What follows belongs to an exercise in optimizing a design on an open flow for small area; a production flow would make more cautious choices. In this exercise RTL edits were held to simulation tests only and were not proved equivalent to the original. No activity file was given, so power comes from the tool's default toggle rates.

== maple ==
## vga_stats_display
module vga_stats_display(
	input clk,
	input rst,
	input [3:0] data_trans,
	input [3:0] data_recev,
	input [15:0] received1,
	input [15:0] received2,
	input [15:0] received3,
	input [15:0] received4,
	input [15:0] transmitted1,
	input [15:0] transmitted2,
	input [15:0] transmitted3,
	input [15:0] transmitted4,
	input [10:0] drop1,
	input [10:0] drop2,
	input [10:0] drop3,
	input [10:0] drop4,
	input [2:0] count1,
	input [2:0] count2,
	input [2:0] count3,
	input [2:0] count4,
	input [11:0] buffer1,
	input [11:0] buffer2,
	input [11:0] buffer3,
	input [11:0] buffer4,
	output [7:0] RED,
	output [7:0] GREEN,
	output [7:0] BLUE,
	output HSYNC,
	output VSYNC
);
Settings: LEC_CHECK=0, ABC_AREA=1, CAP_MARGIN=20, CORE_MARGIN=2, CORE_UTILIZATION=40, CTS_CLUSTER_DIAMETER=50, CTS_CLUSTER_SIZE=10, SLEW_MARGIN=30; clock period 40.0 ns.
standard.sh (not shown) runs the stock make flow with config.mk's settings and CLKGATE_MAP_FILE= SYNTH_SCRIPT=/design/flow/synth_recipe.tcl, a recipe that flattens the netlist after the stock synthesis.
==> flow/flow/run.sh <==
#!/bin/bash
# Own layout flow: the standard flow, except that
#  - the combinational logic of the standard synthesis is re-optimised by ABC
#    (flow/reopt.tcl), with a few random seeds in parallel, keeping the
#    smallest result; the flip-flops keep their cells and names;
#  - the port buffers are sky130_fd_sc_hd__buf_1 (every port still gets one).
# Each tool's output goes to a log file of its own in this folder.
set -euo pipefail
W=$(pwd)
R=$W/orfs/results/$FLOW_PLATFORM/vga_stats_display/base
LIB=$FLOW_HOME/platforms/$FLOW_PLATFORM/lib/sky130_fd_sc_hd__tt_025C_1v80.lib

bash standard.sh synth > $W/flow_synth.log 2>&1
cp $R/1_2_yosys.v $W/standard_netlist.v

SEEDS="1 2 3 4"
for s in $SEEDS; do
	IN=$W/standard_netlist.v OUT=$W/reopt_netlist_$s.v ABC_T=${ABC_T:-300} ABC_S=$s LIB=$LIB \
		yosys -c $W/flow/reopt.tcl > $W/reopt_$s.log 2>&1 &
done
wait

# keep the smallest netlist that passed its checks: the flip-flops must come
# through unchanged, and every cell must be mapped (no logic left as expressions)
flops() { grep -o 'sky130_fd_sc_hd__df[a-z0-9_]* [^ ]*' "$1" | sort; }
flops $W/standard_netlist.v > $W/flops_standard.txt
best=""; best_area=""
for s in $SEEDS; do
	f=$W/reopt_netlist_$s.v
	[[ -f $f ]] || continue
	grep -q "End of script" $W/reopt_$s.log || continue
	flops $f | cmp -s - $W/flops_standard.txt || continue
	if grep -q "assign" $f; then continue; fi
	area=$(grep -i "chip area" $W/reopt_$s.log | tail -1 | awk '{print $NF}')
	echo "seed $s: area $area" >> $W/reopt_choice.log
	if [[ -z $best_area ]] || awk -v a=$area -v b=$best_area 'BEGIN{exit !(a<b)}'; then
		best=$f; best_area=$area
	fi
done
[[ -n $best ]] || { echo "no usable re-optimised netlist" >&2; exit 1; }
echo "chosen: $best ($best_area)" >> $W/reopt_choice.log

cp $best $R/1_2_yosys.v
rm -f $R/1_synth.odb
bash standard.sh "BUFFER_PORTS_ARGS=-buffer_cell sky130_fd_sc_hd__buf_1" finish > $W/flow_finish.log 2>&1
==> flow/flow/reopt.tcl <==
# Re-optimises the combinational logic of the standard synthesis's netlist
# with ABC. The flip-flops stay as they are (same cells, same names: they are
# black boxes here); every other cell is read as its logic function from the liberty file and mapped
# again. Environment: IN (netlist), OUT (netlist written), LIB (liberty),
# ABC_T (seconds for ABC's deepsyn), ABC_S (its random seed).
yosys read_liberty -ignore_miss_func $::env(LIB)
yosys read_verilog $::env(IN)
yosys hierarchy -top vga_stats_display
yosys setattr -mod -set blackbox 1 sky130_fd_sc_hd__df*
yosys stat -liberty $::env(LIB)
yosys flatten
yosys opt -purge
yosys abc -liberty $::env(LIB) -dont_use sky130_fd_sc_hd__probe_p_8 -dont_use sky130_fd_sc_hd__probec_p_8 -dont_use sky130_fd_sc_hd__lpflow_bleeder_1 -dont_use sky130_fd_sc_hd__lpflow_clkbufkapwr_1 -dont_use sky130_fd_sc_hd__lpflow_clkbufkapwr_16 -dont_use sky130_fd_sc_hd__lpflow_clkbufkapwr_2 -dont_use sky130_fd_sc_hd__lpflow_clkbufkapwr_4 -dont_use sky130_fd_sc_hd__lpflow_clkbufkapwr_8 -dont_use sky130_fd_sc_hd__lpflow_clkinvkapwr_1 -dont_use sky130_fd_sc_hd__lpflow_clkinvkapwr_16 -dont_use sky130_fd_sc_hd__lpflow_clkinvkapwr_2 -dont_use sky130_fd_sc_hd__lpflow_clkinvkapwr_4 -dont_use sky130_fd_sc_hd__lpflow_clkinvkapwr_8 -dont_use sky130_fd_sc_hd__lpflow_decapkapwr_12 -dont_use sky130_fd_sc_hd__lpflow_decapkapwr_3 -dont_use sky130_fd_sc_hd__lpflow_decapkapwr_4 -dont_use sky130_fd_sc_hd__lpflow_decapkapwr_6 -dont_use sky130_fd_sc_hd__lpflow_decapkapwr_8 -dont_use sky130_fd_sc_hd__lpflow_inputiso0n_1 -dont_use sky130_fd_sc_hd__lpflow_inputiso0p_1 -dont_use sky130_fd_sc_hd__lpflow_inputiso1n_1 -dont_use sky130_fd_sc_hd__lpflow_inputiso1p_1 -dont_use sky130_fd_sc_hd__lpflow_inputisolatch_1 -dont_use sky130_fd_sc_hd__lpflow_isobufsrc_1 -dont_use sky130_fd_sc_hd__lpflow_isobufsrc_16 -dont_use sky130_fd_sc_hd__lpflow_isobufsrc_2 -dont_use sky130_fd_sc_hd__lpflow_isobufsrc_4 -dont_use sky130_fd_sc_hd__lpflow_isobufsrc_8 -dont_use sky130_fd_sc_hd__lpflow_isobufsrckapwr_16 -dont_use sky130_fd_sc_hd__lpflow_lsbuf_lh_hl_isowell_tap_1 -dont_use sky130_fd_sc_hd__lpflow_lsbuf_lh_hl_isowell_tap_2 -dont_use sky130_fd_sc_hd__lpflow_lsbuf_lh_hl_isowell_tap_4 -dont_use sky130_fd_sc_hd__lpflow_lsbuf_lh_isowell_4 -dont_use sky130_fd_sc_hd__lpflow_lsbuf_lh_isowell_tap_1 -dont_use sky130_fd_sc_hd__lpflow_lsbuf_lh_isowell_tap_2 -dont_use sky130_fd_sc_hd__lpflow_lsbuf_lh_isowell_tap_4  -script "+strash;&get,-n;&deepsyn,-T,$::env(ABC_T),-S,$::env(ABC_S);&put;strash;amap"
yosys opt_clean -purge
# the mapped cells' port directions, for the checks below
yosys read_liberty -lib -nooverwrite $::env(LIB)
yosys hilomap -singleton -hicell sky130_fd_sc_hd__conb_1 HI -locell sky130_fd_sc_hd__conb_1 LO
yosys insbuf -buf sky130_fd_sc_hd__buf_1 A X
yosys splitnets
yosys opt_clean -purge
yosys check -assert
yosys stat -liberty $::env(LIB)
yosys write_verilog -noattr -nohex -nodec $::env(OUT)
Here is what was changed in the inputs of quartz compared with maple.
==> flow/flow/run.sh <==
#!/bin/bash
# Own layout flow: the standard flow, except that
#  - the port buffers are sky130_fd_sc_hd__buf_1 (every port still gets one).
# Each tool's output goes to a log file of its own in this folder.
set -euo pipefail
W=$(pwd)
R=$W/orfs/results/$FLOW_PLATFORM/vga_stats_display/base
LIB=$FLOW_HOME/platforms/$FLOW_PLATFORM/lib/sky130_fd_sc_hd__tt_025C_1v80.lib

bash standard.sh synth > $W/flow_synth.log 2>&1
cp $R/1_2_yosys.v $W/standard_netlist.v

flops() { grep -o 'sky130_fd_sc_hd__df[a-z0-9_]* [^ ]*' "$1" | sort; }
flops $W/standard_netlist.v > $W/flops_standard.txt
best=""; best_area=""

# one round: re-optimise netlist $1 with seeds $3.. for $2 seconds each, in
# parallel; then keep the smallest netlist that passed its checks (the
# flip-flops come through unchanged, every cell is mapped)
round() {
	local in=$1 t=$2; shift 2
	local s f area
	for s in "$@"; do
		IN=$in OUT=$W/reopt_netlist_$s.v ABC_T=$t ABC_S=$s LIB=$LIB \
			yosys -c $W/flow/reopt.tcl > $W/reopt_$s.log 2>&1 &
	done
	wait
	for s in "$@"; do
		f=$W/reopt_netlist_$s.v
		[[ -f $f ]] || continue
		grep -q "End of script" $W/reopt_$s.log || continue
		flops $f | cmp -s - $W/flops_standard.txt || continue
		if grep -q "assign" $f; then continue; fi
		area=$(grep -i "chip area" $W/reopt_$s.log | tail -1 | awk '{print $NF}')
		echo "seed $s from $(basename $in): area $area" >> $W/reopt_choice.log
		if [[ -z $best_area ]] || awk -v a=$area -v b=$best_area 'BEGIN{exit !(a<b)}'; then
			best=$f; best_area=$area
		fi
	done
}

round $W/standard_netlist.v ${T1:-300} 1 2 3 4
round $W/standard_netlist.v ${T1:-300} 5 6 7 8
[[ -n $best ]] || { echo "no usable re-optimised netlist" >&2; exit 1; }
cp $best $W/round1_best.v
round $W/round1_best.v ${T2:-180} 11 12 13 14
echo "chosen: $best ($best_area)" >> $W/reopt_choice.log

cp $best $R/1_2_yosys.v
rm -f $R/1_synth.odb
bash standard.sh "BUFFER_PORTS_ARGS=-buffer_cell sky130_fd_sc_hd__buf_1" finish > $W/flow_finish.log 2>&1
--- outcome ---
Compared to maple, the routing of quartz uses more wire. Comparing quartz and maple, the lower share of cells above drive strength 1 was measured on maple. Row global routing met2 resource utilization: quartz higher / maple lower. Diff maple -> quartz | post-synthesis instance area | down slightly. Between quartz and maple, the sequential share of layout area does not differ in any meaningful way. Per the comparison of quartz with maple, register-to-register slack increased by 0.15 ns relative to the old numbers; area of the die down 0.38%; part of the power in the clock network fell by 2.6 points; count of clock-buffer cells in the layout up 1. Relative to maple, fraction of power consumed by sequential logic has gone up in quartz.

what the ideal ports hide:
No port has a modelled driver above. Below, the same layouts with a new extraction and two added sets of constraints.
Step 1: set_driving_cell puts a clkbuf_16 on clk and a buf_2 on each other input, an assumption about the parent block.
Step 2 moves the port delays by t, midway between the first and last clock arrival at a register: inputs arrive t later, outputs are due t later. That takes back most of the time a late clock gives input paths.
Three values: no drivers, after step 1, after step 2; two values: the first two.
| run | shift t [ns] | slack for setup (ns) | worst setup path at the end | worst data-port slew with drivers (ns) |
|---|---|---|---|---|
| maple | 0.337 | 17.471 / 17.491 / 17.155 | input to register | 0.08 |
| quartz | 0.336 | 18.067 / 18.085 / 17.749 | input to register | 0.10 |
After both steps every run listed still meets setup and hold. For quartz, which loses most, drivers alone change the setup slack by +0.018 ns; drivers and shift together by -0.318 ns.
